Source: an optimization exercise on an open RTL-to-GDS flow (aim: small area, a short achievable clock period and few clock cycles per item). Production flows keep margins and buffers that such runs may drop.
In this exercise RTL edits were held to simulation tests only and were not proved equivalent to the original.

==> flow/design.v (excerpt) <==
module top ( x0_node0, x1_node0, x2_node0, x3_node0,
x0_node1, x1_node1, x2_node1, x3_node1,
x0_node2, x1_node2, x2_node2, x3_node2,
x0_node3, x1_node3, x2_node3, x3_node3,
w04, w14, w24, w34,
w05, w15, w25, w35,
w06, w16, w26, w36,
w07, w17, w27, w37,
w48, w58, w68, w78,
w49, w59, w69, w79,
out0_node0, out1_node0,
out0_node1, out1_node1,
out0_node2, out1_node2,
out0_node3, out1_node3,
in_ready,
out10_ready_node0, out11_ready_node0,
out10_ready_node1, out11_ready_node1,
out10_ready_node2, out11_ready_node2,
out10_ready_node3, out11_ready_node3,
clk);
Size in the first run: about 10,000 cells after synthesis, about 230 flip-flops, about 380 I/O pins, about 110,000 um2 of cells after synthesis.
==> flow/config.mk <==
export PLATFORM = sky130hd
export DESIGN_NAME = top
export DESIGN_NICKNAME = top
export VERILOG_FILES = /design/flow/design.v
export SDC_FILE = /design/flow/constraint.sdc
export NUM_CORES = 4
export LEC_CHECK = 0
export CAP_MARGIN = 20
export CORE_MARGIN = 2
export CORE_UTILIZATION = 45
export PLACE_DENSITY = 0.6
export SETUP_SLACK_MARGIN = 4
export SLEW_MARGIN = 20
export SYNTH_HIERARCHICAL = 1
export SYNTH_MINIMUM_KEEP_SIZE = 0
==> flow/constraint.sdc <==
create_clock -name core_clock -period 15.0 [get_ports {clk}]
set_input_delay 3.0000 -clock core_clock [delete_from_list [all_inputs] [get_ports {clk}]]
set_output_delay 3.0000 -clock core_clock [all_outputs]
set_load 0.01 [all_outputs]
run.sh (not shown) runs the stock make flow with config.mk's settings and CLKGATE_MAP_FILE= SYNTH_SCRIPT=/design/flow/synth_recipe.tcl, a recipe that flattens the netlist after the stock synthesis.
Testbench counts at the start, summed over its fixed seeds: cycles 4,800, items 4,800.
Then changed:
==> flow/flow/run.sh (new file) <==
#!/bin/bash
# The standard layout (the standard.sh, standard synthesis unchanged), with the port
# buffers that placement inserts made plain buf_4 cells instead of the default
# delay buffer (clkdlybuf4s50_1). Every port still gets its own buffer.
set -euo pipefail
bash standard.sh 'BUFFER_PORTS_ARGS=-buffer_cell sky130_fd_sc_hd__buf_4' finish > make_finish.log 2>&1
==> flow/standard.sh (new file) <==
#!/bin/bash
# synth_recipe.tcl (not shown) runs the flow's synth.tcl, then flattens the netlist and writes it again
# the make line also repeats each setting of config.mk as NAME=value (left out here)
make -C /OpenROAD-flow-scripts/flow DESIGN_CONFIG=/design/flow/config.mk WORK_HOME=/design/flow/orfs CLKGATE_MAP_FILE= SYNTH_SCRIPT=/design/flow/synth_recipe.tcl "${@:-finish}"
CORE_UTILIZATION = 60   (was 45)
PLACE_DENSITY = 0.7   (was 0.6)
SETUP_SLACK_MARGIN = 3.5   (was 4)
removed: flow/run.sh
What happened:
- sequential share of layout area came out higher by 0.54 points
- clock-buffer cell count came out higher by 5
- area after synthesis is unchanged
- hold slack is worse by 370 ps
- die area came out lower by about 25%
- first-iteration DRC count came out lower by 4.1%
- routed wire length came out lower by about 14%
Then changed:
CORE_UTILIZATION = 45   (was 60)
PLACE_DENSITY = 0.6   (was 0.7)
SETUP_SLACK_MARGIN = 2.5   (was 3.5)
Result: Synthesized area stays the same; global-route usage falls by 10 points; core utilization went down by 19 points; wire length barely changes; hold slack improves by 8.6 ps; fmax drops by about 7%; worst setup slack is worse by 880 ps.

---

Another version of the RTL of top (not shown whole).
Size in the first run: about 10000 cells after synthesis, ~230 flip-flops, ~0.12 mm^2 of cells after synthesis.
==> flow/config.mk <==
export PLATFORM = sky130hd
export DESIGN_NAME = top
export DESIGN_NICKNAME = top
export VERILOG_FILES = /design/flow/design.v
export SDC_FILE = /design/flow/constraint.sdc
export NUM_CORES = 4
export LEC_CHECK = 0
export CAP_MARGIN = 20
export CORE_MARGIN = 2
export CORE_UTILIZATION = 60
export PLACE_DENSITY = 0.7
export SETUP_SLACK_MARGIN = 3.5
export SLEW_MARGIN = 20
export SYNTH_HIERARCHICAL = 1
export SYNTH_MINIMUM_KEEP_SIZE = 0
==> flow/constraint.sdc <==
create_clock -name core_clock -period 15.0 [get_ports {clk}]
set_input_delay 3.0000 -clock core_clock [delete_from_list [all_inputs] [get_ports {clk}]]
set_output_delay 3.0000 -clock core_clock [all_outputs]
set_load 0.01 [all_outputs]
standard.sh (not shown) runs the stock make flow with config.mk's settings and CLKGATE_MAP_FILE= SYNTH_SCRIPT=/design/flow/synth_recipe.tcl, a recipe that flattens the netlist after the stock synthesis.
==> flow/flow/run.sh <==
#!/bin/bash
# The standard layout (the standard.sh, standard synthesis unchanged), with the port
# buffers that placement inserts made plain buf_4 cells instead of the default
# delay buffer (clkdlybuf4s50_1). Every port still gets its own buffer.
set -euo pipefail
bash standard.sh 'BUFFER_PORTS_ARGS=-buffer_cell sky130_fd_sc_hd__buf_4' finish > make_finish.log 2>&1
The baseline completed with no timing, DRC or antenna violations.
Testbench counts at the start, summed over its fixed seeds: cycles 4,800, items 4,800.
==> next run, changes <==
Settings changed: CORE_UTILIZATION 60 to 45, PLACE_DENSITY 0.7 to 0.6, TNS_END_PERCENT set to 20.
Outcome: Final cell count rose by a few percent. Non-clock buffer count fell by 21. Sequential share of layout area barely changes. Fmax rose slightly. Final area rose slightly. Critical path depth is unchanged. Hold slack degrades by 0.021 ns. Worst setup slack improves by 0.037 ns. Routed wire length rose by a few percent.
==> next run, changes <==
Settings changed: GPL_ROUTABILITY_DRIVEN set to 0, PLACE_DENSITY 0.6 to 0.75, TNS_END_PERCENT 20 to unset.
Effect:
- The changed run completed with no timing, DRC or antenna violations
- final area stays flat
- global-route usage is lower by 2.6 points
==> next run, changes <==
Settings changed: GPL_ROUTABILITY_DRIVEN 0 to unset, PLACE_DENSITY 0.75 to 0.6, SETUP_SLACK_MARGIN 3.5 to 3.75.
What happened: The changed run finished with timing, DRC and antenna clean. Non-clock buffer count rises by 105. Design area rises by about 1.7%. Routed wire length rises by 9.9%. Hold slack stays flat. Clock-buffer cell count rises by 3.

---

Starting RTL as in the previous note.
export LEC_CHECK = 0
export CAP_MARGIN = 20
export CORE_MARGIN = 2
export CORE_UTILIZATION = 45
export PLACE_DENSITY = 0.6
export SETUP_SLACK_MARGIN = 4.2
export SLEW_MARGIN = 20
export SYNTH_HIERARCHICAL = 1
export SYNTH_MINIMUM_KEEP_SIZE = 0
create_clock -name core_clock -period 15.0 [get_ports {clk}]
Scripts as last shown in full above: flow/flow/run.sh
The starting point finished with timing, DRC and antenna clean.
Testbench counts at the start, summed over its fixed seeds: cycles 4,800, items 4,800.
Next try:
- SETUP_SLACK_MARGIN: 4.2 -> 3.5
Cell count is lower by a few percent.
Wire length is lower by a little under a tenth.
First-iteration DRC count is lower by roughly a tenth.
Final area is lower by a little under a tenth.
Hold slack barely changes.
Via count is lower by a few percent.
Worst setup slack is worse by 0.37 ns.
Die area stays the same.

---

## east
RTL: one of the versions met above, not the one the previous note started from.
Size in the first run: ~230 flip-flops, ~380 I/O pins, ~110000 µm² of cells after synthesis.
export LEC_CHECK = 0
export CAP_MARGIN = 20
export CORE_MARGIN = 2
export CORE_UTILIZATION = 45
export PLACE_DENSITY = 0.6
export SETUP_SLACK_MARGIN = 2.5
export SLEW_MARGIN = 20
export SYNTH_HIERARCHICAL = 1
export SYNTH_MINIMUM_KEEP_SIZE = 0
create_clock -name core_clock -period 15.0 [get_ports {clk}]
run.sh (not shown) runs the stock make flow with config.mk's settings and CLKGATE_MAP_FILE= SYNTH_SCRIPT=/design/flow/synth_recipe.tcl, a recipe that flattens the netlist after the stock synthesis.
Stock flow here: none of the scripts above is used.
east reached the final stage; the timing, DRC and antenna checks on its layout passed.
Testbench counts of east, summed over its fixed seeds: cycles 4,800, items 4,800.
The following lists how west was set up differently from east:
--- a/flow/config.mk
+++ b/flow/config.mk
@@ -11,3 +11,3 @@
 export PLACE_DENSITY = 0.6
-export SETUP_SLACK_MARGIN = 2.5
+export SETUP_SLACK_MARGIN = 0.5
 export SLEW_MARGIN = 20
==> notes.md <==
Cmp east and west / worst hold slack / lower: east
Sort east and west by layout-stage area growth over the synthesis result desc -> top: east
As far as total area of multi-input combinational cells is concerned, west and east perform about the same.
Between east and west, the flow reports critical path depth increasing by a few percent.
For number of enable-type register cells in the synthesized netlist, west and east come out practically identical.
west vs east, critical path startpoint: w59_r[1]$_DFFE_PP_ vs h_n2_j3[5]$_DFFE_PP_
First-pass GRT wire length (higher): east
Diff east -> west: via count moved down; post-layout worst setup margin fell 0.93 ns; routing usage on met3 roughly the same.

-- static timing again, ports no longer ideal --
The flow's constraints put no driver on any port. The routed layouts listed below were extracted and timed again, unchanged, in two steps. Step 1: set_driving_cell puts a clkbuf_16 on clk and a buf_2 on each other input, an assumption about the parent block. Step 2 also shifts input and output timing later by t, the mid clock arrival at the registers, as if the neighbouring blocks saw the same clock. a / b / c = ideal / step 1 / step 2; a / b = the first two.
run | shift t [ns] | slack for setup (ns) | clock arrival spread, ns | pins driven straight from the clock port
the first run of note 1 | 0.702 | 3.575 / 3.489 / 3.420 | 0.029 / 0.029 | 1
the second run of note 1 | 0.703 | 3.507 / 3.431 / 2.988 | 0.028 / 0.028 | 1
the third run of note 1 | 0.698 | 2.626 / 2.551 / 3.024 | 0.023 / 0.023 | 1
the first run of note 2 | 0.692 | 3.582 / 3.493 / 3.286 | 0.056 / 0.056 | 1
the second run of note 2 | 0.724 | 3.619 / 3.526 / 3.140 | 0.030 / 0.030 | 1
the third run of note 2 | 0.726 | 3.546 / 3.452 / 3.138 | 0.025 / 0.025 | 1
the fourth run of note 2 | 0.710 | 3.842 / 3.759 / 3.294 | 0.029 / 0.029 | 1
the first run of note 3 | 0.721 | 4.027 / 3.933 / 3.611 | 0.045 / 0.046 | 1
the second run of note 3 | 0.710 | 3.655 / 3.578 / 3.130 | 0.029 / 0.029 | 1
east | 0.696 | 2.671 / 2.585 / 2.343 | 0.017 / 0.017 | 1
west | 0.697 | 1.746 / 1.661 / 2.358 | 0.028 / 0.028 | 1
After both steps every run listed still meets setup and hold. The setup slack of the fourth run of note 2, which loses most, moves by -0.083 ns with the drivers and by -0.548 ns with both steps.
